What follows belongs to an exercise in optimizing a design on an open flow for small area, a short achievable clock period and few clock cycles; a production flow would make more cautious choices.
Where RTL was checked, it was by simulation tests only, not by an equivalence proof against the original.
The RTL of run 2 was laid out without a check of its function.
Power is estimated from default activity; no workload was simulated.

## config.mk

```make
export PLATFORM = sky130hd
export DESIGN_NAME = conv
export DESIGN_NICKNAME = conv
export VERILOG_FILES = /design/flow/design.v
export SDC_FILE = /design/flow/constraint.sdc
export NUM_CORES = 8
export LEC_CHECK = 0
export CAP_MARGIN = 20
export CORE_MARGIN = 2
export CORE_UTILIZATION = 65
export CTS_CLUSTER_DIAMETER = 70
export CTS_CLUSTER_SIZE = 16
export PLACE_DENSITY = 0.8
export SLEW_MARGIN = 20
```

## constraint.sdc

```tcl
create_clock -name core_clock -period 16.0 [get_ports {clk}]
set_input_delay 3.2000 -clock core_clock [delete_from_list [all_inputs] [get_ports {clk}]]
set_output_delay 3.2000 -clock core_clock [all_outputs]
set_load 0.01 [all_outputs]
```

## design.v

```verilog
module skid2 #(parameter W = 8) (
  input              clk,
  input              rst_n,
  input              in_vld,
  input  [W-1:0]     in_data,
  output             in_rdy,
  output             out_vld,
  output [W-1:0]     out_data,
  input              out_take
);
  reg [W-1:0] d0, d1;
  reg         wp, rp, rdy_r;
  reg [1:0]   cnt;
  wire        enq = in_vld & rdy_r;
  wire [1:0]  cnt_n = cnt + {1'b0, enq} - {1'b0, out_take};
  assign in_rdy   = rdy_r;
  assign out_vld  = (cnt != 2'd0);
  assign out_data = rp ? d1 : d0;
  always @(posedge clk) begin
    if (enq & ~wp) d0 <= in_data;
    if (enq &  wp) d1 <= in_data;
    if (!rst_n) begin
      wp    <= 1'b0;
      rp    <= 1'b0;
      cnt   <= 2'd0;
      rdy_r <= 1'b1;
    end else begin
      if (enq)      wp <= ~wp;
      if (out_take) rp <= ~rp;
      cnt   <= cnt_n;
      rdy_r <= ~cnt_n[1];
    end
  end
endmodule
module benc8 (input [7:0] w, output [11:0] e);
  wire [8:0] wx = {w, 1'b0};
  genvar k;
  generate
    for (k = 0; k < 4; k = k + 1) begin : dg
      wire b0 = wx[2*k];
      wire b1 = wx[2*k+1];
      wire b2 = wx[2*k+2];
      assign e[3*k]   = b0 ^ b1;
      assign e[3*k+1] = (b2 & ~b1 & ~b0) | (~b2 & b1 & b0);
      assign e[3*k+2] = b2 & ~(b1 & b0);
    end
  endgenerate
endmodule
module dot4 (
  input  [11:0] e0, e1, e2, e3,    
  input  [7:0]  w0, w1, w2, w3,
  output [21:0] s,
  output [21:0] c
);
  wire [9:0] w1_0 = {{2{w0[7]}}, w0};
  wire [9:0] w2_0 = {w0[7], w0, 1'b0};
  wire [9:0] r0_0 = (({10{e0[0]}} & w1_0) | ({10{e0[1]}} & w2_0)) ^ {10{e0[2]}};
  wire [9:0] r0_1 = (({10{e0[3]}} & w1_0) | ({10{e0[4]}} & w2_0)) ^ {10{e0[5]}};
  wire [9:0] r0_2 = (({10{e0[6]}} & w1_0) | ({10{e0[7]}} & w2_0)) ^ {10{e0[8]}};
  wire [9:0] r0_3 = (({10{e0[9]}} & w1_0) | ({10{e0[10]}} & w2_0)) ^ {10{e0[11]}};
  wire [9:0] w1_1 = {{2{w1[7]}}, w1};
  wire [9:0] w2_1 = {w1[7], w1, 1'b0};
  wire [9:0] r1_0 = (({10{e1[0]}} & w1_1) | ({10{e1[1]}} & w2_1)) ^ {10{e1[2]}};
  wire [9:0] r1_1 = (({10{e1[3]}} & w1_1) | ({10{e1[4]}} & w2_1)) ^ {10{e1[5]}};
  wire [9:0] r1_2 = (({10{e1[6]}} & w1_1) | ({10{e1[7]}} & w2_1)) ^ {10{e1[8]}};
  wire [9:0] r1_3 = (({10{e1[9]}} & w1_1) | ({10{e1[10]}} & w2_1)) ^ {10{e1[11]}};
  wire [9:0] w1_2 = {{2{w2[7]}}, w2};
  wire [9:0] w2_2 = {w2[7], w2, 1'b0};
  wire [9:0] r2_0 = (({10{e2[0]}} & w1_2) | ({10{e2[1]}} & w2_2)) ^ {10{e2[2]}};
  wire [9:0] r2_1 = (({10{e2[3]}} & w1_2) | ({10{e2[4]}} & w2_2)) ^ {10{e2[5]}};
  wire [9:0] r2_2 = (({10{e2[6]}} & w1_2) | ({10{e2[7]}} & w2_2)) ^ {10{e2[8]}};
  wire [9:0] r2_3 = (({10{e2[9]}} & w1_2) | ({10{e2[10]}} & w2_2)) ^ {10{e2[11]}};
  wire [9:0] w1_3 = {{2{w3[7]}}, w3};
  wire [9:0] w2_3 = {w3[7], w3, 1'b0};
  wire [9:0] r3_0 = (({10{e3[0]}} & w1_3) | ({10{e3[1]}} & w2_3)) ^ {10{e3[2]}};
  wire [9:0] r3_1 = (({10{e3[3]}} & w1_3) | ({10{e3[4]}} & w2_3)) ^ {10{e3[5]}};
  wire [9:0] r3_2 = (({10{e3[6]}} & w1_3) | ({10{e3[7]}} & w2_3)) ^ {10{e3[8]}};
  wire [9:0] r3_3 = (({10{e3[9]}} & w1_3) | ({10{e3[10]}} & w2_3)) ^ {10{e3[11]}};
  wire t1 = r0_0[6] ^ r0_1[4];
  wire t2 = r0_0[6] & r0_1[4];
  wire t3 = r0_0[4] ^ r0_1[2] ^ r0_2[0];
  wire t4 = (r0_0[4] & r0_1[2]) | (r0_0[4] & r0_2[0]) | (r0_1[2] & r0_2[0]);
  wire t5 = e0[8] ^ r1_0[4];
  wire t6 = e0[8] & r1_0[4];
  wire t7 = r0_0[5] ^ r0_1[3];
  wire t8 = r0_0[5] & r0_1[3];
  wire t9 = t1 ^ r0_2[2] ^ r0_3[0];
  wire t10 = (t1 & r0_2[2]) | (t1 & r0_3[0]) | (r0_2[2] & r0_3[0]);
  wire t11 = e0[11] ^ r1_0[6] ^ r1_1[4];
  wire t12 = (e0[11] & r1_0[6]) | (e0[11] & r1_1[4]) | (r1_0[6] & r1_1[4]);
  wire t13 = r1_2[2] ^ r1_3[0] ^ e1[11];
  wire t14 = (r1_2[2] & r1_3[0]) | (r1_2[2] & e1[11]) | (r1_3[0] & e1[11]);
  wire t15 = r2_0[6] ^ r2_1[4];
  wire t16 = r2_0[6] & r2_1[4];
  wire t17 = t2 ^ r0_0[7] ^ r0_1[5];
  wire t18 = (t2 & r0_0[7]) | (t2 & r0_1[5]) | (r0_0[7] & r0_1[5]);
  wire t19 = r0_2[3] ^ r0_3[1] ^ r1_0[7];
  wire t20 = (r0_2[3] & r0_3[1]) | (r0_2[3] & r1_0[7]) | (r0_3[1] & r1_0[7]);
  wire t21 = r1_1[5] ^ r1_2[3] ^ r1_3[1];
  wire t22 = (r1_1[5] & r1_2[3]) | (r1_1[5] & r1_3[1]) | (r1_2[3] & r1_3[1]);
  wire t23 = r2_0[7] ^ r2_1[5] ^ r2_2[3];
  wire t24 = (r2_0[7] & r2_1[5]) | (r2_0[7] & r2_2[3]) | (r2_1[5] & r2_2[3]);
  wire t25 = r0_0[8] ^ r0_1[6] ^ r0_2[4];
  wire t26 = (r0_0[8] & r0_1[6]) | (r0_0[8] & r0_2[4]) | (r0_1[6] & r0_2[4]);
  wire t27 = r0_3[2] ^ r1_0[8] ^ r1_1[6];
  wire t28 = (r0_3[2] & r1_0[8]) | (r0_3[2] & r1_1[6]) | (r1_0[8] & r1_1[6]);
  wire t29 = r1_2[4] ^ r1_3[2] ^ r2_0[8];
  wire t30 = (r1_2[4] & r1_3[2]) | (r1_2[4] & r2_0[8]) | (r1_3[2] & r2_0[8]);
  wire t31 = r2_1[6] ^ r2_2[4];
  wire t32 = r2_1[6] & r2_2[4];
  wire t33 = ~r0_0[9] ^ r0_1[7] ^ r0_2[5];
  wire t34 = (~r0_0[9] & r0_1[7]) | (~r0_0[9] & r0_2[5]) | (r0_1[7] & r0_2[5]);
  wire t35 = r0_3[3] ^ ~r1_0[9] ^ r1_1[7];
  wire t36 = (r0_3[3] & ~r1_0[9]) | (r0_3[3] & r1_1[7]) | (~r1_0[9] & r1_1[7]);
  wire t37 = r1_2[5] ^ r1_3[3] ^ ~r2_0[9];
  wire t38 = (r1_2[5] & r1_3[3]) | (r1_2[5] & ~r2_0[9]) | (r1_3[3] & ~r2_0[9]);
  wire t39 = r2_1[7] ^ r2_2[5];
  wire t40 = r2_1[7] & r2_2[5];
  wire t41 = r0_1[8] ^ r0_2[6] ^ r0_3[4];
  wire t42 = (r0_1[8] & r0_2[6]) | (r0_1[8] & r0_3[4]) | (r0_2[6] & r0_3[4]);
  wire t43 = r1_1[8] ^ r1_2[6];
  wire t44 = r1_1[8] & r1_2[6];
  wire t45 = ~r0_1[9] ^ r0_2[7] ^ r0_3[5];
  wire t46 = (~r0_1[9] & r0_2[7]) | (~r0_1[9] & r0_3[5]) | (r0_2[7] & r0_3[5]);
  wire t47 = r0_0[2] ^ r0_1[0] ^ e0[5];
  wire t48 = (r0_0[2] & r0_1[0]) | (r0_0[2] & e0[5]) | (r0_1[0] & e0[5]);
  wire t49 = r1_0[2] ^ r1_1[0];
  wire t50 = r1_0[2] & r1_1[0];
  wire t51 = r0_0[3] ^ r0_1[1];
  wire t52 = r0_0[3] & r0_1[1];
  wire t53 = t3 ^ t5 ^ r1_1[2];
  wire t54 = (t3 & t5) | (t3 & r1_1[2]) | (t5 & r1_1[2]);
  wire t55 = r1_2[0] ^ e1[8] ^ r2_0[4];
  wire t56 = (r1_2[0] & e1[8]) | (r1_2[0] & r2_0[4]) | (e1[8] & r2_0[4]);
  wire t57 = r2_1[2] ^ r2_2[0];
  wire t58 = r2_1[2] & r2_2[0];
  wire t59 = t4 ^ t6 ^ t7;
  wire t60 = (t4 & t6) | (t4 & t7) | (t6 & t7);
  wire t61 = r0_2[1] ^ r1_0[5] ^ r1_1[3];
  wire t62 = (r0_2[1] & r1_0[5]) | (r0_2[1] & r1_1[3]) | (r1_0[5] & r1_1[3]);
  wire t63 = r1_2[1] ^ r2_0[5] ^ r2_1[3];
  wire t64 = (r1_2[1] & r2_0[5]) | (r1_2[1] & r2_1[3]) | (r2_0[5] & r2_1[3]);
  wire t65 = r2_2[1] ^ r3_0[5];
  wire t66 = r2_2[1] & r3_0[5];
  wire t67 = t8 ^ t9 ^ t11;
  wire t68 = (t8 & t9) | (t8 & t11) | (t9 & t11);
  wire t69 = t13 ^ t15 ^ r2_2[2];
  wire t70 = (t13 & t15) | (t13 & r2_2[2]) | (t15 & r2_2[2]);
  wire t71 = r2_3[0] ^ e2[11] ^ r3_0[6];
  wire t72 = (r2_3[0] & e2[11]) | (r2_3[0] & r3_0[6]) | (e2[11] & r3_0[6]);
  wire t73 = r3_1[4] ^ r3_2[2] ^ r3_3[0];
  wire t74 = (r3_1[4] & r3_2[2]) | (r3_1[4] & r3_3[0]) | (r3_2[2] & r3_3[0]);
  wire t75 = t10 ^ t12 ^ t14;
  wire t76 = (t10 & t12) | (t10 & t14) | (t12 & t14);
  wire t77 = t16 ^ t17 ^ t19;
  wire t78 = (t16 & t17) | (t16 & t19) | (t17 & t19);
  wire t79 = t21 ^ t23 ^ r2_3[1];
  wire t80 = (t21 & t23) | (t21 & r2_3[1]) | (t23 & r2_3[1]);
  wire t81 = r3_0[7] ^ r3_1[5] ^ r3_2[3];
  wire t82 = (r3_0[7] & r3_1[5]) | (r3_0[7] & r3_2[3]) | (r3_1[5] & r3_2[3]);
  wire t83 = t18 ^ t20 ^ t22;
  wire t84 = (t18 & t20) | (t18 & t22) | (t20 & t22);
  wire t85 = t24 ^ t25 ^ t27;
  wire t86 = (t24 & t25) | (t24 & t27) | (t25 & t27);
  wire t87 = t29 ^ t31 ^ r2_3[2];
  wire t88 = (t29 & t31) | (t29 & r2_3[2]) | (t31 & r2_3[2]);
  wire t89 = r3_0[8] ^ r3_1[6] ^ r3_2[4];
  wire t90 = (r3_0[8] & r3_1[6]) | (r3_0[8] & r3_2[4]) | (r3_1[6] & r3_2[4]);
  wire t91 = t26 ^ t28 ^ t30;
  wire t92 = (t26 & t28) | (t26 & t30) | (t28 & t30);
  wire t93 = t32 ^ t33 ^ t35;
  wire t94 = (t32 & t33) | (t32 & t35) | (t33 & t35);
  wire t95 = t37 ^ t39 ^ r2_3[3];
  wire t96 = (t37 & t39) | (t37 & r2_3[3]) | (t39 & r2_3[3]);
  wire t97 = ~r3_0[9] ^ r3_1[7] ^ r3_2[5];
  wire t98 = (~r3_0[9] & r3_1[7]) | (~r3_0[9] & r3_2[5]) | (r3_1[7] & r3_2[5]);
  wire t99 = t34 ^ t36 ^ t38;
  wire t100 = (t34 & t36) | (t34 & t38) | (t36 & t38);
  wire t101 = t40 ^ t41 ^ t43;
  wire t102 = (t40 & t41) | (t40 & t43) | (t41 & t43);
  wire t103 = r1_3[4] ^ r2_1[8] ^ r2_2[6];
  wire t104 = (r1_3[4] & r2_1[8]) | (r1_3[4] & r2_2[6]) | (r2_1[8] & r2_2[6]);
  wire t105 = r2_3[4] ^ r3_1[8] ^ r3_2[6];
  wire t106 = (r2_3[4] & r3_1[8]) | (r2_3[4] & r3_2[6]) | (r3_1[8] & r3_2[6]);
  wire t107 = t42 ^ t44 ^ t45;
  wire t108 = (t42 & t44) | (t42 & t45) | (t44 & t45);
  wire t109 = ~r1_1[9] ^ r1_2[7] ^ r1_3[5];
  wire t110 = (~r1_1[9] & r1_2[7]) | (~r1_1[9] & r1_3[5]) | (r1_2[7] & r1_3[5]);
  wire t111 = ~r2_1[9] ^ r2_2[7] ^ r2_3[5];
  wire t112 = (~r2_1[9] & r2_2[7]) | (~r2_1[9] & r2_3[5]) | (r2_2[7] & r2_3[5]);
  wire t113 = ~r3_1[9] ^ r3_2[7] ^ r3_3[5];
  wire t114 = (~r3_1[9] & r3_2[7]) | (~r3_1[9] & r3_3[5]) | (r3_2[7] & r3_3[5]);
  wire t115 = t46 ^ r0_2[8] ^ r0_3[6];
  wire t116 = (t46 & r0_2[8]) | (t46 & r0_3[6]) | (r0_2[8] & r0_3[6]);
  wire t117 = r1_2[8] ^ r1_3[6] ^ r2_2[8];
  wire t118 = (r1_2[8] & r1_3[6]) | (r1_2[8] & r2_2[8]) | (r1_3[6] & r2_2[8]);
  wire t119 = r2_3[6] ^ r3_2[8];
  wire t120 = r2_3[6] & r3_2[8];
  wire t121 = ~r0_2[9] ^ r0_3[7] ^ ~r1_2[9];
  wire t122 = (~r0_2[9] & r0_3[7]) | (~r0_2[9] & ~r1_2[9]) | (r0_3[7] & ~r1_2[9]);
  wire t123 = r0_0[0] ^ e0[2] ^ r1_0[0];
  wire t124 = (r0_0[0] & e0[2]) | (r0_0[0] & r1_0[0]) | (e0[2] & r1_0[0]);
  wire t125 = t47 ^ t49 ^ e1[5];
  wire t126 = (t47 & t49) | (t47 & e1[5]) | (t49 & e1[5]);
  wire t127 = r2_0[2] ^ r2_1[0];
  wire t128 = r2_0[2] & r2_1[0];
  wire t129 = t48 ^ t50 ^ t51;
  wire t130 = (t48 & t50) | (t48 & t51) | (t50 & t51);
  wire t131 = r1_0[3] ^ r1_1[1] ^ r2_0[3];
  wire t132 = (r1_0[3] & r1_1[1]) | (r1_0[3] & r2_0[3]) | (r1_1[1] & r2_0[3]);
  wire t133 = r2_1[1] ^ r3_0[3];
  wire t134 = r2_1[1] & r3_0[3];
  wire t135 = t52 ^ t53 ^ t55;
  wire t136 = (t52 & t53) | (t52 & t55) | (t53 & t55);
  wire t137 = t57 ^ e2[8] ^ r3_0[4];
  wire t138 = (t57 & e2[8]) | (t57 & r3_0[4]) | (e2[8] & r3_0[4]);
  wire t139 = r3_1[2] ^ r3_2[0] ^ e3[8];
  wire t140 = (r3_1[2] & r3_2[0]) | (r3_1[2] & e3[8]) | (r3_2[0] & e3[8]);
  wire t141 = t54 ^ t56 ^ t58;
  wire t142 = (t54 & t56) | (t54 & t58) | (t56 & t58);
  wire t143 = t59 ^ t61 ^ t63;
  wire t144 = (t59 & t61) | (t59 & t63) | (t61 & t63);
  wire t145 = t65 ^ r3_1[3] ^ r3_2[1];
  wire t146 = (t65 & r3_1[3]) | (t65 & r3_2[1]) | (r3_1[3] & r3_2[1]);
  wire t147 = t60 ^ t62 ^ t64;
  wire t148 = (t60 & t62) | (t60 & t64) | (t62 & t64);
  wire t149 = t66 ^ t67 ^ t69;
  wire t150 = (t66 & t67) | (t66 & t69) | (t67 & t69);
  wire t151 = t71 ^ t73 ^ e3[11];
  wire t152 = (t71 & t73) | (t71 & e3[11]) | (t73 & e3[11]);
  wire t153 = t68 ^ t70 ^ t72;
  wire t154 = (t68 & t70) | (t68 & t72) | (t70 & t72);
  wire t155 = t74 ^ t75 ^ t77;
  wire t156 = (t74 & t75) | (t74 & t77) | (t75 & t77);
  wire t157 = t79 ^ t81 ^ r3_3[1];
  wire t158 = (t79 & t81) | (t79 & r3_3[1]) | (t81 & r3_3[1]);
  wire t159 = t76 ^ t78 ^ t80;
  wire t160 = (t76 & t78) | (t76 & t80) | (t78 & t80);
  wire t161 = t82 ^ t83 ^ t85;
  wire t162 = (t82 & t83) | (t82 & t85) | (t83 & t85);
  wire t163 = t87 ^ t89 ^ r3_3[2];
  wire t164 = (t87 & t89) | (t87 & r3_3[2]) | (t89 & r3_3[2]);
  wire t165 = t84 ^ t86 ^ t88;
  wire t166 = (t84 & t86) | (t84 & t88) | (t86 & t88);
  wire t167 = t90 ^ t91 ^ t93;
  wire t168 = (t90 & t91) | (t90 & t93) | (t91 & t93);
  wire t169 = t95 ^ t97 ^ r3_3[3];
  wire t170 = (t95 & t97) | (t95 & r3_3[3]) | (t97 & r3_3[3]);
  wire t171 = t92 ^ t94 ^ t96;
  wire t172 = (t92 & t94) | (t92 & t96) | (t94 & t96);
  wire t173 = t98 ^ t99 ^ t101;
  wire t174 = (t98 & t99) | (t98 & t101) | (t99 & t101);
  wire t175 = t103 ^ t105 ^ r3_3[4];
  wire t176 = (t103 & t105) | (t103 & r3_3[4]) | (t105 & r3_3[4]);
  wire t177 = t100 ^ t102 ^ t104;
  wire t178 = (t100 & t102) | (t100 & t104) | (t102 & t104);
  wire t179 = t106 ^ t107 ^ t109;
  wire t180 = (t106 & t107) | (t106 & t109) | (t107 & t109);
  wire t181 = t111 ^ t113 ^ 1'b1;
  wire t182 = (t111 & t113) | (t111 & 1'b1) | (t113 & 1'b1);
  wire t183 = t108 ^ t110 ^ t112;
  wire t184 = (t108 & t110) | (t108 & t112) | (t110 & t112);
  wire t185 = t114 ^ t115 ^ t117;
  wire t186 = (t114 & t115) | (t114 & t117) | (t115 & t117);
  wire t187 = t119 ^ r3_3[6] ^ 1'b1;
  wire t188 = (t119 & r3_3[6]) | (t119 & 1'b1) | (r3_3[6] & 1'b1);
  wire t189 = t116 ^ t118 ^ t120;
  wire t190 = (t116 & t118) | (t116 & t120) | (t118 & t120);
  wire t191 = t121 ^ r1_3[7] ^ ~r2_2[9];
  wire t192 = (t121 & r1_3[7]) | (t121 & ~r2_2[9]) | (r1_3[7] & ~r2_2[9]);
  wire t193 = r2_3[7] ^ ~r3_2[9] ^ r3_3[7];
  wire t194 = (r2_3[7] & ~r3_2[9]) | (r2_3[7] & r3_3[7]) | (~r3_2[9] & r3_3[7]);
  wire t195 = t122 ^ r0_3[8] ^ r1_3[8];
  wire t196 = (t122 & r0_3[8]) | (t122 & r1_3[8]) | (r0_3[8] & r1_3[8]);
  wire t197 = r2_3[8] ^ r3_3[8];
  wire t198 = r2_3[8] & r3_3[8];
  wire t199 = t123 ^ e1[2] ^ r2_0[0];
  wire t200 = (t123 & e1[2]) | (t123 & r2_0[0]) | (e1[2] & r2_0[0]);
  wire t201 = t124 ^ r0_0[1] ^ r1_0[1];
  wire t202 = (t124 & r0_0[1]) | (t124 & r1_0[1]) | (r0_0[1] & r1_0[1]);
  wire t203 = t125 ^ t127 ^ e2[5];
  wire t204 = (t125 & t127) | (t125 & e2[5]) | (t127 & e2[5]);
  wire t205 = r3_0[2] ^ r3_1[0];
  wire t206 = r3_0[2] & r3_1[0];
  wire t207 = t126 ^ t128 ^ t129;
  wire t208 = (t126 & t128) | (t126 & t129) | (t128 & t129);
  wire t209 = t131 ^ t133 ^ r3_1[1];
  wire t210 = (t131 & t133) | (t131 & r3_1[1]) | (t133 & r3_1[1]);
  wire t211 = t130 ^ t132 ^ t134;
  wire t212 = (t130 & t132) | (t130 & t134) | (t132 & t134);
  wire t213 = t135 ^ t137 ^ t139;
  wire t214 = (t135 & t137) | (t135 & t139) | (t137 & t139);
  wire t215 = t136 ^ t138 ^ t140;
  wire t216 = (t136 & t138) | (t136 & t140) | (t138 & t140);
  wire t217 = t141 ^ t143 ^ t145;
  wire t218 = (t141 & t143) | (t141 & t145) | (t143 & t145);
  wire t219 = t142 ^ t144 ^ t146;
  wire t220 = (t142 & t144) | (t142 & t146) | (t144 & t146);
  wire t221 = t147 ^ t149 ^ t151;
  wire t222 = (t147 & t149) | (t147 & t151) | (t149 & t151);
  wire t223 = t148 ^ t150 ^ t152;
  wire t224 = (t148 & t150) | (t148 & t152) | (t150 & t152);
  wire t225 = t153 ^ t155 ^ t157;
  wire t226 = (t153 & t155) | (t153 & t157) | (t155 & t157);
  wire t227 = t154 ^ t156 ^ t158;
  wire t228 = (t154 & t156) | (t154 & t158) | (t156 & t158);
  wire t229 = t159 ^ t161 ^ t163;
  wire t230 = (t159 & t161) | (t159 & t163) | (t161 & t163);
  wire t231 = t160 ^ t162 ^ t164;
  wire t232 = (t160 & t162) | (t160 & t164) | (t162 & t164);
  wire t233 = t165 ^ t167 ^ t169;
  wire t234 = (t165 & t167) | (t165 & t169) | (t167 & t169);
  wire t235 = t166 ^ t168 ^ t170;
  wire t236 = (t166 & t168) | (t166 & t170) | (t168 & t170);
  wire t237 = t171 ^ t173 ^ t175;
  wire t238 = (t171 & t173) | (t171 & t175) | (t173 & t175);
  wire t239 = t172 ^ t174 ^ t176;
  wire t240 = (t172 & t174) | (t172 & t176) | (t174 & t176);
  wire t241 = t177 ^ t179 ^ t181;
  wire t242 = (t177 & t179) | (t177 & t181) | (t179 & t181);
  wire t243 = t178 ^ t180 ^ t182;
  wire t244 = (t178 & t180) | (t178 & t182) | (t180 & t182);
  wire t245 = t183 ^ t185 ^ t187;
  wire t246 = (t183 & t185) | (t183 & t187) | (t185 & t187);
  wire t247 = t184 ^ t186 ^ t188;
  wire t248 = (t184 & t186) | (t184 & t188) | (t186 & t188);
  wire t249 = t189 ^ t191 ^ t193;
  wire t250 = (t189 & t191) | (t189 & t193) | (t191 & t193);
  wire t251 = t190 ^ t192 ^ t194;
  wire t252 = (t190 & t192) | (t190 & t194) | (t192 & t194);
  wire t253 = t195 ^ t197 ^ 1'b1;
  wire t254 = (t195 & t197) | (t195 & 1'b1) | (t197 & 1'b1);
  wire t255 = t196 ^ t198 ^ ~r0_3[9];
  wire t256 = (t196 & t198) | (t196 & ~r0_3[9]) | (t198 & ~r0_3[9]);
  wire t257 = ~r1_3[9] ^ ~r2_3[9] ^ ~r3_3[9];
  wire t258 = (~r1_3[9] & ~r2_3[9]) | (~r1_3[9] & ~r3_3[9]) | (~r2_3[9] & ~r3_3[9]);
  wire t259 = t199 ^ e2[2];
  wire t260 = t199 & e2[2];
  wire t261 = t200 ^ t201 ^ r2_0[1];
  wire t262 = (t200 & t201) | (t200 & r2_0[1]) | (t201 & r2_0[1]);
  wire t263 = t202 ^ t203 ^ t205;
  wire t264 = (t202 & t203) | (t202 & t205) | (t203 & t205);
  wire t265 = t204 ^ t206 ^ t207;
  wire t266 = (t204 & t206) | (t204 & t207) | (t206 & t207);
  wire t267 = t208 ^ t210 ^ t211;
  wire t268 = (t208 & t210) | (t208 & t211) | (t210 & t211);
  wire t269 = t212 ^ t214 ^ t215;
  wire t270 = (t212 & t214) | (t212 & t215) | (t214 & t215);
  wire t271 = t216 ^ t218 ^ t219;
  wire t272 = (t216 & t218) | (t216 & t219) | (t218 & t219);
  wire t273 = t220 ^ t222 ^ t223;
  wire t274 = (t220 & t222) | (t220 & t223) | (t222 & t223);
  wire t275 = t224 ^ t226 ^ t227;
  wire t276 = (t224 & t226) | (t224 & t227) | (t226 & t227);
  wire t277 = t228 ^ t230 ^ t231;
  wire t278 = (t228 & t230) | (t228 & t231) | (t230 & t231);
  wire t279 = t232 ^ t234 ^ t235;
  wire t280 = (t232 & t234) | (t232 & t235) | (t234 & t235);
  wire t281 = t236 ^ t238 ^ t239;
  wire t282 = (t236 & t238) | (t236 & t239) | (t238 & t239);
  wire t283 = t240 ^ t242 ^ t243;
  wire t284 = (t240 & t242) | (t240 & t243) | (t242 & t243);
  wire t285 = t244 ^ t246 ^ t247;
  wire t286 = (t244 & t246) | (t244 & t247) | (t246 & t247);
  wire t287 = t248 ^ t250 ^ t251;
  wire t288 = (t248 & t250) | (t248 & t251) | (t250 & t251);
  wire t289 = t252 ^ t254 ^ t255;
  wire t290 = (t252 & t254) | (t252 & t255) | (t254 & t255);
  wire t291 = t256 ^ t258;
  wire t292 = t256 & t258;
  wire t293 = t259 ^ r3_0[0];
  wire t294 = t259 & r3_0[0];
  wire t295 = t260 ^ t261 ^ r3_0[1];
  wire t296 = (t260 & t261) | (t260 & r3_0[1]) | (t261 & r3_0[1]);
  wire t297 = t262 ^ t263 ^ e3[5];
  wire t298 = (t262 & t263) | (t262 & e3[5]) | (t263 & e3[5]);
  wire t299 = t264 ^ t265 ^ t209;
  wire t300 = (t264 & t265) | (t264 & t209) | (t265 & t209);
  wire t301 = t266 ^ t267 ^ t213;
  wire t302 = (t266 & t267) | (t266 & t213) | (t267 & t213);
  wire t303 = t268 ^ t269 ^ t217;
  wire t304 = (t268 & t269) | (t268 & t217) | (t269 & t217);
  wire t305 = t270 ^ t271 ^ t221;
  wire t306 = (t270 & t271) | (t270 & t221) | (t271 & t221);
  wire t307 = t272 ^ t273 ^ t225;
  wire t308 = (t272 & t273) | (t272 & t225) | (t273 & t225);
  wire t309 = t274 ^ t275 ^ t229;
  wire t310 = (t274 & t275) | (t274 & t229) | (t275 & t229);
  wire t311 = t276 ^ t277 ^ t233;
  wire t312 = (t276 & t277) | (t276 & t233) | (t277 & t233);
  wire t313 = t278 ^ t279 ^ t237;
  wire t314 = (t278 & t279) | (t278 & t237) | (t279 & t237);
  wire t315 = t280 ^ t281 ^ t241;
  wire t316 = (t280 & t281) | (t280 & t241) | (t281 & t241);
  wire t317 = t282 ^ t283 ^ t245;
  wire t318 = (t282 & t283) | (t282 & t245) | (t283 & t245);
  wire t319 = t284 ^ t285 ^ t249;
  wire t320 = (t284 & t285) | (t284 & t249) | (t285 & t249);
  wire t321 = t286 ^ t287 ^ t253;
  wire t322 = (t286 & t287) | (t286 & t253) | (t287 & t253);
  wire t323 = t288 ^ t289 ^ t257;
  wire t324 = (t288 & t289) | (t288 & t257) | (t289 & t257);
  wire t325 = t290 ^ t291 ^ 1'b1;
  wire t326 = (t290 & t291) | (t290 & 1'b1) | (t291 & 1'b1);
  assign s = {1'b1, 1'b1, 1'b1, 1'b1, t326, t324, t322, t320, t318, t316, t314, t312, t310, t308, t306, t304, t302, t300, t298, t296, t294, t293};
  assign c = {1'b0, 1'b0, 1'b0, 1'b0, t292, t325, t323, t321, t319, t317, t315, t313, t311, t309, t307, t305, t303, t301, t299, t297, t295, e3[2]};
endmodule
module conv #(parameter AW = 5, parameter DB = 10) (
  input         clk,
  input         rst_n,
  input  [7:0]  ifmap_data,
  output        ifmap_rdy,
  input         ifmap_vld,
  input  [7:0]  weight_data,
  output        weight_rdy,
  input         weight_vld,
  output [31:0] ofmap_data,
  input         ofmap_rdy,
  output        ofmap_vld,
  input  [15:0] config_data,
  output        config_rdy,
  input         config_vld
);
  integer i;
  genvar g, h;
  reg        cfg_rdy_r;
  reg        cfg_v;
  reg [5:0]  cfg_a;
  reg [7:0]  cfg_d;
  reg        st_r;       
  reg [4:0]  c_zm1;      
  reg [3:0]  c_pm1;      
  reg [3:0]  c_oxm1;     
  reg [1:0]  c_fxm1;     
  reg [1:0]  c_fym1;     
  reg [1:0]  c_s;        
  reg [4:0]  c_ix;       
  reg [4:0]  c_iy;       
  reg [3:0]  c_ic1m1;    
  reg [7:0]  c_oc1m1;    
  assign config_rdy = cfg_rdy_r;
  always @(posedge clk) begin
    if (!rst_n) begin
      cfg_rdy_r <= 1'b1;
      cfg_v     <= 1'b0;
      st_r      <= 1'b0;
    end else begin
      cfg_v <= config_vld & cfg_rdy_r;
      st_r  <= cfg_v && (cfg_a == 6'd34);
      if (cfg_v && cfg_a == 6'd34) cfg_rdy_r <= 1'b0;
    end
    cfg_a <= config_data[13:8];
    cfg_d <= config_data[7:0];
    if (cfg_v) begin
      case (cfg_a)
        6'd2:  c_zm1   <= cfg_d[4:0];
        6'd4:  c_pm1   <= cfg_d[3:0];
        6'd6:  c_oxm1  <= cfg_d[3:0] - 4'd1;
        6'd10: c_fxm1  <= cfg_d[1:0] - 2'd1;
        6'd12: c_fym1  <= cfg_d[1:0] - 2'd1;
        6'd14: c_s     <= cfg_d[1:0];
        6'd16: c_ix    <= cfg_d[4:0];
        6'd18: c_iy    <= cfg_d[4:0];
        6'd20: c_ic1m1 <= cfg_d[3:0] - 4'd1;
        6'd22: c_oc1m1 <= cfg_d - 8'd1;
        default: ;
      endcase
    end
  end
  reg [4:0] d_rowstep;   
  reg [4:0] d_stepfy;    
  reg [4:0] d_stepic;    
  reg [5:0] d_z;         
  reg [3:0] d_pm2, d_oxm2;
  reg [7:0] d_oc1m2;
  reg       d_ox1, d_fx1, d_fy1, d_ic11, d_oc11;
  reg [7:0] d_ins;       
  wire [4:0] dx   = c_ix - {1'b0, c_oxm1};
  wire [4:0] dyf  = c_iy - {3'b0, c_fym1};
  wire [4:0] ixdy = c_ix * dyf;
  always @(posedge clk) begin
    d_rowstep <= (c_s == 2'd2) ? {dx[3:0], 1'b0} :
                 (c_s == 2'd3) ? dx + {dx[3:0], 1'b0} : dx;
    d_stepfy  <= c_ix - {3'b0, c_fxm1};
    d_stepic  <= ixdy - {3'b0, c_fxm1};
    d_z       <= {1'b0, c_zm1} + 6'd1;
    d_pm2     <= c_pm1 - 4'd1;
    d_oxm2    <= c_oxm1 - 4'd1;
    d_oc1m2   <= c_oc1m1 - 8'd1;
    d_ox1     <= (c_oxm1 == 4'd0);
    d_fx1     <= (c_fxm1 == 2'd0);
    d_fy1     <= (c_fym1 == 2'd0);
    d_ic11    <= (c_ic1m1 == 4'd0);
    d_oc11    <= (c_oc1m1 == 8'd0);
    for (i = 0; i < 8; i = i + 1) d_ins[i] <= (c_pm1[2:0] == i);
  end
  wire       w_v, i_v;
  wire [7:0] w_d, i_d;
  wire       w_take, i_take;
  skid2 #(.W(8)) wsk (
    .clk(clk), .rst_n(rst_n),
    .in_vld(weight_vld), .in_data(weight_data), .in_rdy(weight_rdy),
    .out_vld(w_v), .out_data(w_d), .out_take(w_take)
  );
  skid2 #(.W(8)) isk (
    .clk(clk), .rst_n(rst_n),
    .in_vld(ifmap_vld), .in_data(ifmap_data), .in_rdy(ifmap_rdy),
    .out_vld(i_v), .out_data(i_d), .out_take(i_take)
  );
  reg [3:0] s;           
  reg       s0;          
  reg       pend;        
  reg       rl;          
  reg [3:0] ox;          
  reg       oxl;         
  reg [1:0] fx, fy;
  reg [3:0] ic1;
  reg [7:0] oc1;
  reg       fxl, fyl, icl, ocl;   
  reg       fb;          
  reg [4:0] rel;         
  reg [AW-1:0] rd;       
  reg [4:0] bo;          
  reg [AW-1:0] bb;       
  reg [AW-1:0] rtb;      
  reg       rpar;        
  wire       lb    = fxl & fyl & icl;    
  wire [4:0] bstep = !fxl ? 5'd1 : !fyl ? d_stepfy : d_stepic;
  wire [4:0] bo_nx = bo + bstep;
  reg [7:0] ib [0:(4<<AW)-1];
  reg [AW+1:0] wa;       
  reg [5:0] wwd;         
  reg       wpar;        
  reg       tfull;       
  reg       wlast;       
  reg [6:0] ovl;         
  reg [6:0] fr;          
  reg [5:0] cw;          
  reg       cpar;        
  reg              wv;   
  reg [AW+1:0]     wadr;
  reg [7:0]        wdat;
  wire      ahead = wpar ^ rpar;
  wire      wr_ok = ~tfull & (~ahead | (ovl < fr));
  wire [4:0] fpt  = lb ? (rl ? rel : 5'd31) : ((rl && rel < bo_nx) ? rel : bo_nx);
  assign i_take = i_v & wr_ok;
  always @(posedge clk) begin
    fr   <= (ocl ? {2'b00, fpt} : 7'd0) + (7'd1 << AW);
    wadr <= wa;
    wdat <= i_d;
    if (wv) ib[wadr] <= wdat;
    if (!rst_n) begin
      wa    <= 0;
      wwd   <= 6'd0;
      wpar  <= 1'b0;
      tfull <= 1'b0;
      wlast <= 1'b0;
      ovl   <= 7'd0;
      cw    <= 6'd0;
      cpar  <= 1'b0;
      wv    <= 1'b0;
    end else begin
      cw   <= wwd;
      cpar <= wpar;
      wv   <= i_take;
      if (st_r) begin
        wlast <= (d_z == 6'd1);
        ovl   <= {1'b0, d_z};
      end
      if (i_take) begin
        wa <= wa + 1'b1;
        if (wa[1:0] == 2'd3) begin
          if (wlast && !ahead) begin
            wwd   <= 6'd0;
            wpar  <= ~wpar;
            wlast <= (d_z == 6'd1);
            ovl   <= {1'b0, d_z};
          end else begin
            wwd   <= wwd + 6'd1;
            tfull <= wlast;
            wlast <= (wwd + 6'd2 == d_z);
            ovl   <= ovl + 7'd1;
          end
        end
      end else if (tfull && !ahead) begin
        wwd   <= 6'd0;
        wpar  <= ~wpar;
        tfull <= 1'b0;
        wlast <= (d_z == 6'd1);
        ovl   <= {1'b0, d_z};
      end
    end
  end
  reg [7:0] ws [0:15];
  reg [7:0] wst [0:15];
  reg [4:0] wcnt;
  wire      ws_full = wcnt[4];
  wire      take;
  assign w_take = w_v & (~ws_full | take);
  always @(posedge clk) begin
    if (w_take) begin
      ws[15] <= w_d;
      for (i = 0; i < 15; i = i + 1) ws[i] <= ws[i+1];
    end
    if (take)
      for (i = 0; i < 16; i = i + 1) wst[i] <= ws[i];
    if (!rst_n) wcnt <= 5'd0;
    else        wcnt <= take ? {4'd0, w_take} : wcnt + {4'd0, w_take};
  end
  reg [3:0] wp;          
  reg [3:0] rp;          
  reg [1:0] dq;          
  reg [4:0] nal;         
  reg [4:0] nav;         
  wire      pdone;       
  wire avail = (cpar ^ rpar) | ({1'b0, rel} < cw);
  wire dok   = (nal != DB);
  wire issue = (~s0 | ws_full) & (~rl | (avail & (~lb | dok)));
  assign take = issue & s0;
  wire [4:0]    pstep = oxl ? d_rowstep : {3'd0, c_s};
  wire [AW-1:0] rtb_n = rtb + d_z;
  always @(posedge clk) begin
    if (!rst_n) begin
      s <= 4'd0; s0 <= 1'b1; pend <= 1'b0; rl <= 1'b1; ox <= 4'd0; oxl <= 1'b0;
      fx <= 2'd0; fy <= 2'd0; ic1 <= 4'd0; oc1 <= 8'd0;
      fxl <= 1'b0; fyl <= 1'b0; icl <= 1'b0; ocl <= 1'b0; fb <= 1'b1;
      rel <= 5'd0; bo <= 5'd0; bb <= 0; rtb <= 0;
      rpar <= 1'b0;
    end else if (st_r) begin
      oxl <= d_ox1;
      fxl <= d_fx1;
      fyl <= d_fy1;
      icl <= d_ic11;
      ocl <= d_oc11;
    end else if (issue) begin
      if (pend) begin
        s    <= 4'd0;
        s0   <= 1'b1;
        pend <= 1'b0;
        rl   <= 1'b1;
        ox   <= 4'd0;
        oxl  <= d_ox1;
        if (lb) begin
          fx <= 2'd0; fy <= 2'd0; ic1 <= 4'd0;
          fxl <= d_fx1; fyl <= d_fy1; icl <= d_ic11;
          fb <= 1'b1;
          bo <= 5'd0; rel <= 5'd0;
          if (ocl) begin
            oc1 <= 8'd0; ocl <= d_oc11;
            rtb <= rtb_n; rpar <= ~rpar; bb <= rtb_n;
          end else begin
            oc1 <= oc1 + 8'd1; ocl <= (oc1 == d_oc1m2);
            bb <= rtb;
          end
        end else begin
          fb <= 1'b0;
          if (!fxl) begin
            fx <= fx + 2'd1; fxl <= (fx + 2'd1 == c_fxm1);
          end else begin
            fx <= 2'd0; fxl <= d_fx1;
            if (!fyl) begin
              fy <= fy + 2'd1; fyl <= (fy + 2'd1 == c_fym1);
            end else begin
              fy <= 2'd0; fyl <= d_fy1;
              ic1 <= ic1 + 4'd1; icl <= (ic1 + 4'd1 == c_ic1m1);
            end
          end
          bo  <= bo_nx;
          rel <= bo_nx;
          bb  <= bb + bstep;
        end
      end else begin
        s    <= s + 4'd1;
        s0   <= 1'b0;
        pend <= (s == 4'd14);
        rl   <= rl & (s != c_pm1);
        if (rl) begin
          ox   <= oxl ? 4'd0 : ox + 4'd1;
          oxl  <= oxl ? d_ox1 : (ox == d_oxm2);
          rel  <= rel + pstep;
        end
      end
    end
  end
  reg  [31:0]   rd_oh;       
  wire [AW-1:0] rd_nx = !issue ? rd :
                        !pend  ? (rl ? rd + pstep : rd) :
                        lb     ? (ocl ? rtb_n : rtb) : bb + bstep;
  always @(posedge clk) begin
    if (!rst_n) begin
      rd    <= 0;
      rd_oh <= 32'd1;
    end else if (!st_r) begin
      rd    <= rd_nx;
      for (i = 0; i < 32; i = i + 1) rd_oh[i] <= (rd_nx == i);
    end
  end
  reg        t1_v, t1_first, t1_final, t1_real, t1_end;
  reg [47:0] x_r;           
  reg        t2_v, t2_final, t2_real;
  reg        t2_zero;       
  reg [21:0] cs_s [0:3];    
  reg [21:0] cs_c [0:3];
  wire [31:0] x_t [0:32];
  assign x_t[0] = 32'd0;
  generate
    for (g = 0; g < 32; g = g + 1) begin : rdw
      assign x_t[g+1] = x_t[g] | ({32{rd_oh[g]}} & {ib[4*g+3], ib[4*g+2], ib[4*g+1], ib[4*g]});
    end
  endgenerate
  wire [31:0] x_w = x_t[32];
  wire [47:0] x_e;
  generate
    for (g = 0; g < 4; g = g + 1) begin : xe
      benc8 enc (.w(x_w[g*8 +: 8]), .e(x_e[g*12 +: 12]));
    end
  endgenerate
  always @(posedge clk) begin
    t1_first <= fb;
    t1_final <= lb;
    t1_real  <= rl;
    t1_end   <= pend;
    x_r      <= x_e;
    t2_final <= t1_final;
    t2_real  <= t1_real;
    t2_zero  <= t1_end ? t1_final : t1_first;
    if (!rst_n) begin
      t1_v <= 1'b0;
      t2_v <= 1'b0;
    end else begin
      t1_v <= issue;
      t2_v <= t1_v;
    end
  end
  generate
    for (h = 0; h < 4; h = h + 1) begin : mo
      wire [21:0] sv, cv;
      dot4 dp (
        .e0(x_r[0*12 +: 12]), .e1(x_r[1*12 +: 12]), .e2(x_r[2*12 +: 12]), .e3(x_r[3*12 +: 12]),
        .w0(wst[0*4+h]), .w1(wst[1*4+h]), .w2(wst[2*4+h]), .w3(wst[3*4+h]),
        .s(sv), .c(cv)
      );
      always @(posedge clk) begin
        cs_s[h] <= sv;
        cs_c[h] <= cv;
      end
    end
  endgenerate
  reg  [87:0] ch [0:15];
  wire [87:0] acc_n;
  generate
    for (g = 0; g < 4; g = g + 1) begin : acc
      assign acc_n[g*22 +: 22] = ch[0][g*22 +: 22] + cs_s[g] + cs_c[g];
    end
  endgenerate
  always @(posedge clk) begin
    if (t2_v) begin
      for (i = 1; i < 15; i = i + 1) ch[i] <= ch[i+1];
      ch[15] <= acc_n;
    end
    if (!rst_n)    ch[0] <= 88'd0;
    else if (t2_v) ch[0] <= t2_zero ? 88'd0 : ch[1];
  end
  reg [87:0] db [0:DB-1];
  reg        navnz;      
  reg        dwr;        
  reg [21:0] oq [0:1];   
  reg [1:0]  qn;         
  reg        qw, qh;     
  reg [21:0] o_p;        
  reg        o_s;        
  reg        ov;         
  wire       alloc = issue & lb & rl;
  wire [87:0] dpix = db[rp];
  wire [21:0] dval = dpix[dq*22 +: 22];
  wire       push  = navnz & ~qn[1];
  wire       pop   = ov & ofmap_rdy;
  assign pdone = push & (dq == 2'd3);
  wire [4:0] nal_a = nal + {4'd0, alloc};
  wire [4:0] nav_a = nav + {4'd0, dwr};
  wire [4:0] nal_d = nal_a - 5'd1;
  wire [4:0] nav_d = nav_a - 5'd1;
  wire [3:0] rp_i  = (rp == DB - 1) ? 4'd0 : rp + 4'd1;
  wire [21:0] hd_pop  = qn[1] ? oq[~qh] : dval;           
  wire [21:0] hd_stay = (qn != 2'd0) ? oq[qh] : dval;     
  wire [1:0] qn_a = qn + {1'b0, push};
  always @(posedge clk) begin
    if (dwr) db[wp] <= ch[15];
    if (push) oq[qw] <= dval;
    o_p <= pop ? hd_pop : hd_stay;
    o_s <= pop ? hd_pop[21] : (ov ? o_p[21] : dval[21]);
    if (!rst_n) begin
      dwr   <= 1'b0;
      wp    <= 4'd0;
      rp    <= 4'd0;
      dq    <= 2'd0;
      nal   <= 5'd0;
      nav   <= 5'd0;
      navnz <= 1'b0;
      qn    <= 2'd0;
      qw    <= 1'b0;
      qh    <= 1'b0;
      ov    <= 1'b0;
    end else begin
      dwr <= t2_v & t2_final & t2_real;
      if (dwr) wp <= (wp == DB - 1) ? 4'd0 : wp + 4'd1;
      if (pdone) rp <= rp_i;
      if (push) begin
        dq <= dq + 2'd1;
        qw <= ~qw;
      end
      nal   <= pdone ? nal_d : nal_a;
      nav   <= pdone ? nav_d : nav_a;
      navnz <= pdone ? (nav_d != 5'd0) : (nav_a != 5'd0);
      if (pop) qh <= ~qh;
      qn <= pop ? qn_a - 2'd1 : qn_a;
      ov <= pop ? (qn_a != 2'd1) : (qn_a != 2'd0);
    end
  end
  assign ofmap_vld  = ov;
  assign ofmap_data = {{10{o_s}}, o_p};
endmodule
```

## flow/run.sh

```bash
#!/bin/bash
# Layout flow: the standard synthesis and ORFS layout, with the post-placement
# timing repair (repair_timing) asked to leave a larger setup margin, so that it
# keeps optimising paths well below the 16 ns clock. The SDC and the clock period
# are the design's own; only the optimisation target of the repair changes.
set -euo pipefail
MARGIN=${MARGIN:-11.5}
# 1. Standard synthesis, unchanged.
bash standard.sh synth > synth.log 2>&1
# 2. Floorplan to final layout with the same ORFS make command, plus the margin.
MAKECMD=$(grep '^make ' standard.sh | sed 's/"\${@:-finish}"//')
eval "$MAKECMD SETUP_SLACK_MARGIN=$MARGIN SKIP_GATE_CLONING=1 finish" > layout.log 2>&1
# 3. Write out/final.def (targets are up to date, so make does nothing here).
bash standard.sh finish > def.log 2>&1
```

## standard.sh

```bash
#!/bin/bash
# synth_recipe.tcl (not shown) runs the flow's synth.tcl, then flattens the netlist and writes it again
# the make line also repeats each setting of config.mk as NAME=value (left out here)
make -C /OpenROAD-flow-scripts/flow DESIGN_CONFIG=/design/flow/config.mk WORK_HOME=/design/flow/orfs CLKGATE_MAP_FILE= SYNTH_SCRIPT=/design/flow/synth_recipe.tcl "${@:-finish}"
```

==> results by group, run 1 <==
Timing
  • Worst slew margin: 0.161
  • Fmax: ~210 MHz
  • Crit path time final: approximately 4700 ps
  • RSZ-0062 raised after global routing: true
  • Least-Margin Pin Slew: 1250 ps
  • Layout Skew: around 97 ps
  • Final slew viol count: 0
  • Final period utilization: 0.295
  • Setup Viol. Count Final: 0
  • Fin. Hold Viols: 0
  • Setup TNS: 0 ps

Synthesis
  • Largest family of logic cells by synthesized area: adder cells
  • YS warnings: 12
  • Cells after Synth: ~10000
  • Most common cell in the netlist: edfxtp_1
  • Async SR Flop Fraction: 0
  • Post-synth net total: about 11000
  • Synthesized area: 0.172 mm2
  • Adder-cell share of the synthesized area: 0.0912
  • Post-synth top flop: edfxtp_1
  • Compound-gate portion of the synthesized area: 0.0672
  • Synth top area share: 0.626
  • Synth top area cells: edfxtp_1, fa_1, dfxtp_1
  • Unique cell type count in the Yosys netlist: just under 80
  • Yosys top cell by area: edfxtp_1
  • Sequential element share of the synthesized area: 0.691
  • EDFF count, synth: 3597
  • Mean Syn Cell Area: 16.4 um2
  • Post-Synth Simple-Gate Area: 0.0354
  • Synth Register Bits: roughly 4200
  • Post-Synth XOR/XNOR Area: 0.0400
  • Post-synth top cells: edfxtp_1, a22oi_1, inv_1
  • Multiplexer share of the synthesized area: 0.0442

Finish
  • Layout Area Growth over Synthesis: 9.14%
  • Finished Cell Area: roughly 0.19 mm2
  • Final design utilization: 0.712
  • Share of cells above drive strength 1: 0.120
  • Final-stage net count: approximately 12000

GRT
  • Global-route wire length before repair: 683000 um
  • Largest net degree at the start of global routing: ~130
  • All-Layer GR Usage: 0.350
  • Vias in the first global route: around 100000
  • Final global-route overflow total: 0
  • Initial antenna violation count: 25

Min path
  • Hold/Removal Path Class: register to register

Clock tree
  • Worst-skew pair later-pin latency: a little over 900 ps
  • Clock tree root buffer cell: clkbuf_16
  • CTS Buffer Depth: 4
  • Post-CTS Hold Fix Bufs: 0
  • CTS tree: yes
  • Sinks on the clock net: about 4200
  • Clk slew on worst S/H paths: approximately 80 ps
  • Depth of the CTS H-tree: 5
  • CTS Buf Count: between 300 and 400

Setup path
  • WP buf/inv: 2
  • Worst-path maximum fanout: 5
  • Family with the most delay on the worst path: flip-flops
  • Element type at the critical path start: register
  • Critical Path End Type: output port
  • CP arrival: between 1500 and 2000 ps
  • Worst setup path class: register to output port
  • Critical Path RT: 12800 ps
  • Slowest Stage Delay on Critical Path: ~370 ps
  • Cells along the critical path: buf_12, buf_6
  • CP max-delay cell: dfxtp_4

Routing
  • Vias/cell: 6.85
  • WL per Instance: approximately 33 um
  • Final wirelength: approximately 470000 um
  • Drt initial violations: 16400
  • Routed via count: roughly 98000
  • Drt first pass iters: 10
  • Post-route ant nets: 0
  • DR DRC count: 0

Power
  • Tot Pwr: ~35 mW
  • P_leak: about 64 nW
  • Peak supply drop: 397 uV
  • P per Cell Area: ~190 mW/mm2

Die
  • Io pins: 74
  • Initial core utilization: 0.652
  • Die footprint: around 0.27 mm2
  • Cell Rows: 189
  • Die Y: just over 500 um
  • Overall die width: roughly 520 um
  • Core Area: approximately 0.26 mm2

Place
  • RePlAce Congestion: roughly 0.92
  • Placed Area: between 0.15 and 0.2 mm2
  • Hpwl dp: about 270000 um
  • PortBufs: just over 70

Job
  • Max-Cap Viols: 0

Status
  • Result of the run: complete, no violations
[placed cells by master (no fill, tap or decap), types with 65 or more instances in the layout]
cell type,synthesis,routed
a21oi_1,200,198
a221oi_1,84,83
a22o_1,65,65
a22oi_1,839,815
buf_4,14,209
clkbuf_1,375,135
clkbuf_16,0,319
dfxtp_1,553,479
edfxtp_1,3597,3597
fa_1,627,582
ha_1,253,250
inv_1,803,792
mux4_2,286,286
nand2_1,260,260
nand3_1,138,138
nand4_1,84,84
nor2_1,425,378
nor2b_1,108,105
o21ai_0,158,152
xnor2_1,525,517
xor2_1,263,261
[final timing paths]
check	startpoint	endpoint	slack, ps	cells after the start
min	t1_real	t2_real	320	0
max	o_s	ofmap_data[28]	11280	2
max reg2reg	register	o_p[5]	11410	7
min reg2reg	t1_real	t2_real	320	0
[where the power goes]
| part | switching, mW | internal (mW) | leakage [nW] |
|---|---|---|---|
| sequential | 0.457 | 12.9 | 37.0 |
| combinational | 8.94 | 5.53 | 22.7 |
| clock | 3.82 | 3.77 | 4.34 |
| total | 13.2 | 22.2 | 64.0 |
[cells by family (layout without fill, tap and decap cells)]
logic type               Yosys count  count (layout)
flip-flops                      4150            4150
AO/OA/AOI/OAI                   1618            1618
buffers and inverters           1392            1667
AND/OR/NAND/NOR                 1270            1270
adder cells (fa/ha/maj)          880             880
XOR/XNOR                         788             788
multiplexers                     397             397
other                              0               4
[flip-flops by register name, indices dropped and copies added (netlist names), 8 cells and up, named ones only]
register  cells
wdat          8
wsk.d1        8
o_p          22
oc1           8
cs_c         69
cfg_d         8
ws          128
isk.d0        8
x_r          48
wst         128
oq           44
rd_oh        32
ib         1024
cs_s         72
ch         1408
d_oc1m2       8
isk.d1        8
db          880
c_oc1m1       8
wsk.d0        8
[area by class of cell]
| class | count | area, um2 |
|---|---|---|
| flip-flops and latches | 4150 | 119000 |
| fillers | 15400 | 76200 |
| multi-input cells | 4953 | 48600 |
| clock buffers | 455 | 8500 |
| well taps | 3533 | 4420 |
| repair buffers | 367 | 3840 |
| inverters | 808 | 3060 |
| clock inverters | 37 | 523 |
| diodes | 4 | 10.0 |
[routing by layer]
layer	vias to the layer above	GRT usage	part of all wire
li1	39000	-	-
met1	49200	0.462	0.34
met2	8160	0.555	0.47
met3	1660	0.0833	0.13
met4	12	0.166	0.059
met5	-	0	0.00026
[what timing repair did]
action,4_1_cts,5_1_grt
setup endpoints to repair,526,249
pin swaps,9,79
gates resized for setup,325,137
setup buffers,68,52
[per-stage QoR]
step	setup WS [ps]	instances	hold slack, ps
floorplan	5750	10500	310
global placement	10080	13700	314
detailed placement	9840	13700	338
CTS	11260	14200	315
global route	11260	14300	323
finish	11280	14300	319
Testbench counts, summed over its fixed seeds: cycles 19,358.
==> run 2: changes to the inputs <==
--- a/design.v
+++ b/design.v
@@ -608,7 +608,6 @@
     else        wcnt <= take ? {4'd0, w_take} : wcnt + {4'd0, w_take};
   end
   reg [3:0] wp;          
-  reg [3:0] rp;          
   reg [1:0] dq;          
   reg [4:0] nal;         
   reg [4:0] nav;         
@@ -771,8 +770,15 @@
   reg        o_s;        
   reg        ov;         
   wire       alloc = issue & lb & rl;
-  wire [87:0] dpix = db[rp];
-  wire [21:0] dval = dpix[dq*22 +: 22];
+  reg  [4*DB-1:0] rsel;   
+  wire [21:0] dv_t [0:4*DB];
+  assign dv_t[0] = 22'd0;
+  generate
+    for (g = 0; g < 4*DB; g = g + 1) begin : rdd
+      assign dv_t[g+1] = dv_t[g] | ({22{rsel[g]}} & db[g/4][(g%4)*22 +: 22]);
+    end
+  endgenerate
+  wire [21:0] dval = dv_t[4*DB];
   wire       push  = navnz & ~qn[1];
   wire       pop   = ov & ofmap_rdy;
   assign pdone = push & (dq == 2'd3);
@@ -780,7 +786,6 @@
   wire [4:0] nav_a = nav + {4'd0, dwr};
   wire [4:0] nal_d = nal_a - 5'd1;
   wire [4:0] nav_d = nav_a - 5'd1;
-  wire [3:0] rp_i  = (rp == DB - 1) ? 4'd0 : rp + 4'd1;
   wire [21:0] hd_pop  = qn[1] ? oq[~qh] : dval;           
   wire [21:0] hd_stay = (qn != 2'd0) ? oq[qh] : dval;     
   wire [1:0] qn_a = qn + {1'b0, push};
@@ -792,7 +797,7 @@
     if (!rst_n) begin
       dwr   <= 1'b0;
       wp    <= 4'd0;
-      rp    <= 4'd0;
+      rsel  <= 1;
       dq    <= 2'd0;
       nal   <= 5'd0;
       nav   <= 5'd0;
@@ -804,8 +809,8 @@
     end else begin
       dwr <= t2_v & t2_final & t2_real;
       if (dwr) wp <= (wp == DB - 1) ? 4'd0 : wp + 4'd1;
-      if (pdone) rp <= rp_i;
       if (push) begin
+        rsel <= {rsel[4*DB-2:0], rsel[4*DB-1]};
         dq <= dq + 2'd1;
         qw <= ~qw;
       end
==> results by group, run 2 <==
Setup path
  • Critical Path RT: 12800 ps (about the same)
  • Element type at the critical path start: register (unchanged)
  • Worst-path maximum fanout: 5 (unchanged)
  • Worst setup path class: register to output port (unchanged)
  • CP arrival: 1550 ps (was 1520 ps)
  • Critical Path End Type: output port (unchanged)

Routing
  • Routed via count: 101000 (was 98000)
  • Drt initial violations: 16000 (was 16400)
  • Vias/cell: 6.80 (was 6.85)
  • M1 wire length: 157000 um (was 161000 um)
  • Top sig layer: met5 (unchanged)
  • WL per Instance: 32.2 um (was 33.1 um)
  • Drt first pass iters: 10 (unchanged)
  • Routed length on met2: 214000 um (was 224000 um)
  • DR DRC count: 0 (unchanged)
  • Post-route ant nets: 0 (unchanged)
  • Met3 wire len: 73300 um (was 60700 um)
  • Final wirelength: 478000 um (was 474000 um)

Synthesis
  • Synth top area share: 0.631 (was 0.626)
  • Mean Syn Cell Area: 15.6 um2 (was 16.4 um2)
  • EDFF count, synth: 3597 (unchanged)
  • Post-synth top flop: edfxtp_1 (unchanged)
  • Cells after Synth: 11000 (was 10500)
  • Post-synth top cells: edfxtp_1, a22oi_1, inv_1 (unchanged)
  • Post-synth net total: 11900 (was 11400)
  • Synth Register Bits: 4182 (was 4150)
  • Yosys top cell by area: edfxtp_1 (unchanged)
  • YS warnings: 12 (unchanged)
  • Async SR Flop Fraction: 0 (unchanged)
  • Sequential element share of the synthesized area: 0.699 (was 0.691)
  • Synth top area cells: edfxtp_1, fa_1, dfxtp_1 (unchanged)
  • Most common cell in the netlist: edfxtp_1 (unchanged)
  • Unique cell type count in the Yosys netlist: 85 (was 79)
  • Synthesized area: 0.171 mm2 (was 0.172 mm2)

GRT
  • All-Layer GR Usage: 0.353 (was 0.350)
  • Final global-route overflow total: 0 (unchanged)
  • Initial antenna violation count: 45 (was 25)
  • Global-route wire length before repair: 679000 um (was 683000 um)
  • Largest net degree at the start of global routing: 218 (was 132)
  • Vias in the first global route: 101000 (was 99900)

Die
  • Initial core utilization: 0.653 (was 0.652)
  • Io pins: 74 (unchanged)
  • Core Area: 0.262 mm2 (was 0.264 mm2)
  • Die footprint: 0.268 mm2 (was 0.269 mm2)
  • Cell Rows: 188 (was 189)
  • Die Y: 517 um (was 519 um)
  • Overall die width: 517 um (was 519 um)

Timing
  • Setup Viol. Count Final: 0 (unchanged)
  • Layout Skew: 84.4 ps (was 96.7 ps)
  • Worst Hold Slack: 349 ps (was 319 ps)
  • Crit path time final: 4750 ps (was 4720 ps)
  • Worst slew margin: 0.0718 (was 0.161)
  • Fmax: 210 MHz (was 212 MHz)
  • Setup TNS: 0 ps (unchanged)
  • Final slew viol count: 0 (unchanged)
  • RSZ-0062 raised after global routing: true (unchanged)
  • Least-Margin Pin Slew: 1390 ps (was 1250 ps)
  • Final period utilization: 0.297 (was 0.295)
  • Fin. Hold Viols: 0 (unchanged)

Clock tree
  • CTS tree: yes (unchanged)
  • Depth of the CTS H-tree: 5 (unchanged)
  • Worst-skew pair later-pin latency: 960 ps (was 920 ps)
  • Clk slew on worst S/H paths: 70 ps (was 80 ps)
  • Post-CTS Hold Fix Bufs: 0 (unchanged)
  • Clock tree root buffer cell: clkbuf_16 (unchanged)
  • Sinks on the clock net: 4182 (was 4150)
  • CTS Buffer Depth: 4 (unchanged)
  • CTS Buf Count: 306 (was 312)

Finish
  • Share of cells above drive strength 1: 0.0881 (was 0.120)
  • # fillers: 15400 (about the same)
  • Final design utilization: 0.713 (was 0.712)
  • Finished Cell Area: 0.187 mm2 (was 0.188 mm2)
  • Biggest register: ch (unchanged)
  • Largest register FFs: 1408 (unchanged)
  • Largest registers: ch (1408), ib (1024), db (880) (unchanged)
  • Commonest non-fill, non-tap cell in the layout: edfxtp_1 (unchanged)
  • Most frequent cells in the layout: edfxtp_1, a22oi_1, inv_1, fa_1, xnor2_1 (unchanged)
  • Final-stage net count: 12000 (was 11500)
  • Layout Area Growth over Synthesis: 9.25% (was 9.14%)

Place
  • Placed Area: 0.176 mm2 (was 0.177 mm2)
  • RePlAce Congestion: 0.925 (was 0.915)
  • PortBufs: 71 (unchanged)
  • Hpwl dp: 279000 um (was 266000 um)

Job
  • Max-Cap Viols: 0 (unchanged)

Power
  • Tot Pwr: 35.5 mW (was 35.4 mW)
  • P per Cell Area: 190 mW/mm2 (was 188 mW/mm2)
  • P_leak: 63.7 nW (was 64.0 nW)
  • Peak supply drop: 698 uV (was 397 uV)

Min path
  • Hold/Removal Path Class: register to register (unchanged)

Status
  • Result of the run: complete, no violations (unchanged)
[run 2: stage by stage]
stage	setup WS (ps)	instances
6_report	11250	14800
5_1_grt	11230	14800
4_1_cts	11210	14700
3_5_place_dp	9880	14100
3_3_place_gp	10000	14100
2_1_floorplan	5750	11000
[run 2: worst paths after layout]
kind              startpoint        endpoint  slack [ps]  depth (start not counted)
setup / recovery         o_s  ofmap_data[23]       11250                          2
hold / removal       t1_real         t2_real         350                          0
setup reg to reg      x_r[3]      cs_c[3][9]       11540                         15
hold reg to reg      t1_real         t2_real         350                          0
[run 2: area by class of cell]
type	instances	area [um2]	share of cell area
timing repair buffer	381	3870	0.0207
tap	3515	4400	0.0235
sequential	4182	120000	0.641
clock inverter	38	621	0.00332
clock buffer	508	8530	0.0456
antenna	15	37.5	0.000201
inverter	837	3150	0.0169
multi-input combinational	5353	46500	0.249
[run 2: critical path, cell delays in order (launching register included)]
cell	delay, ps
dfxtp_4	360
buf_6	130
buf_6	120
[run 2: kinds of logic after synthesis]
logic type	after synthesis	synth area share
buffers and inverters	1464	0.0329
AOI/OAI and AO/OA	2129	0.0882
xor gates and xnor gates	766	0.0392
muxes	84	0.00516
and+or+nand+nor	1482	0.0426
adders and majority gates	892	0.0927
DFF	4182	0.699
[run 2: power by group]
part           switching, mW  internal, mW
clock network           3.77          3.72
registers              0.462          13.0
logic                   9.23          5.39
[run 2: routing by layer]
layer,up-vias,track usage
li1,40800,-
met1,49600,0.451
met2,8532,0.534
met3,1954,0.120
met4,36,0.198
met5,-,0
[run 2: timing repair]
action                                  4_1_cts  5_1_grt
resized for setup                           283      141
buffers inserted                             39       69
pin swaps                                     1       42
endpoints found under the setup margin      340      243

==> what the ideal ports hide <==
How much do the figures lean on ideal ports? The routed layouts below were timed once more, with nothing changed but the port constraints. Step 1 assumes that a clkbuf_16 drives the clock port and a buf_2 every other input. Step 2, shift: input delay + t, output delay - t, t = (earliest + latest rising clock arrival at the registers) / 2. This alone moves slack from input paths to output paths. Three values: no drivers, after step 1, after step 2; two values: the first two.
run	t, ns	slack for setup (ns)	slew at the worst register clock pin (ns)	worst slew at a driven data input, ns	pins driven straight from the clock port
run 1	0.984	11.280 / 11.172 / 10.756	0.09 / 0.09	0.05	1
run 2	1.018	11.245 / 11.150 / 10.633	0.08 / 0.08	0.08	1
After both steps setup and hold are still met in every run listed. For run 2, which loses most, drivers alone change the setup slack by -0.095 ns; drivers and shift together by -0.612 ns.
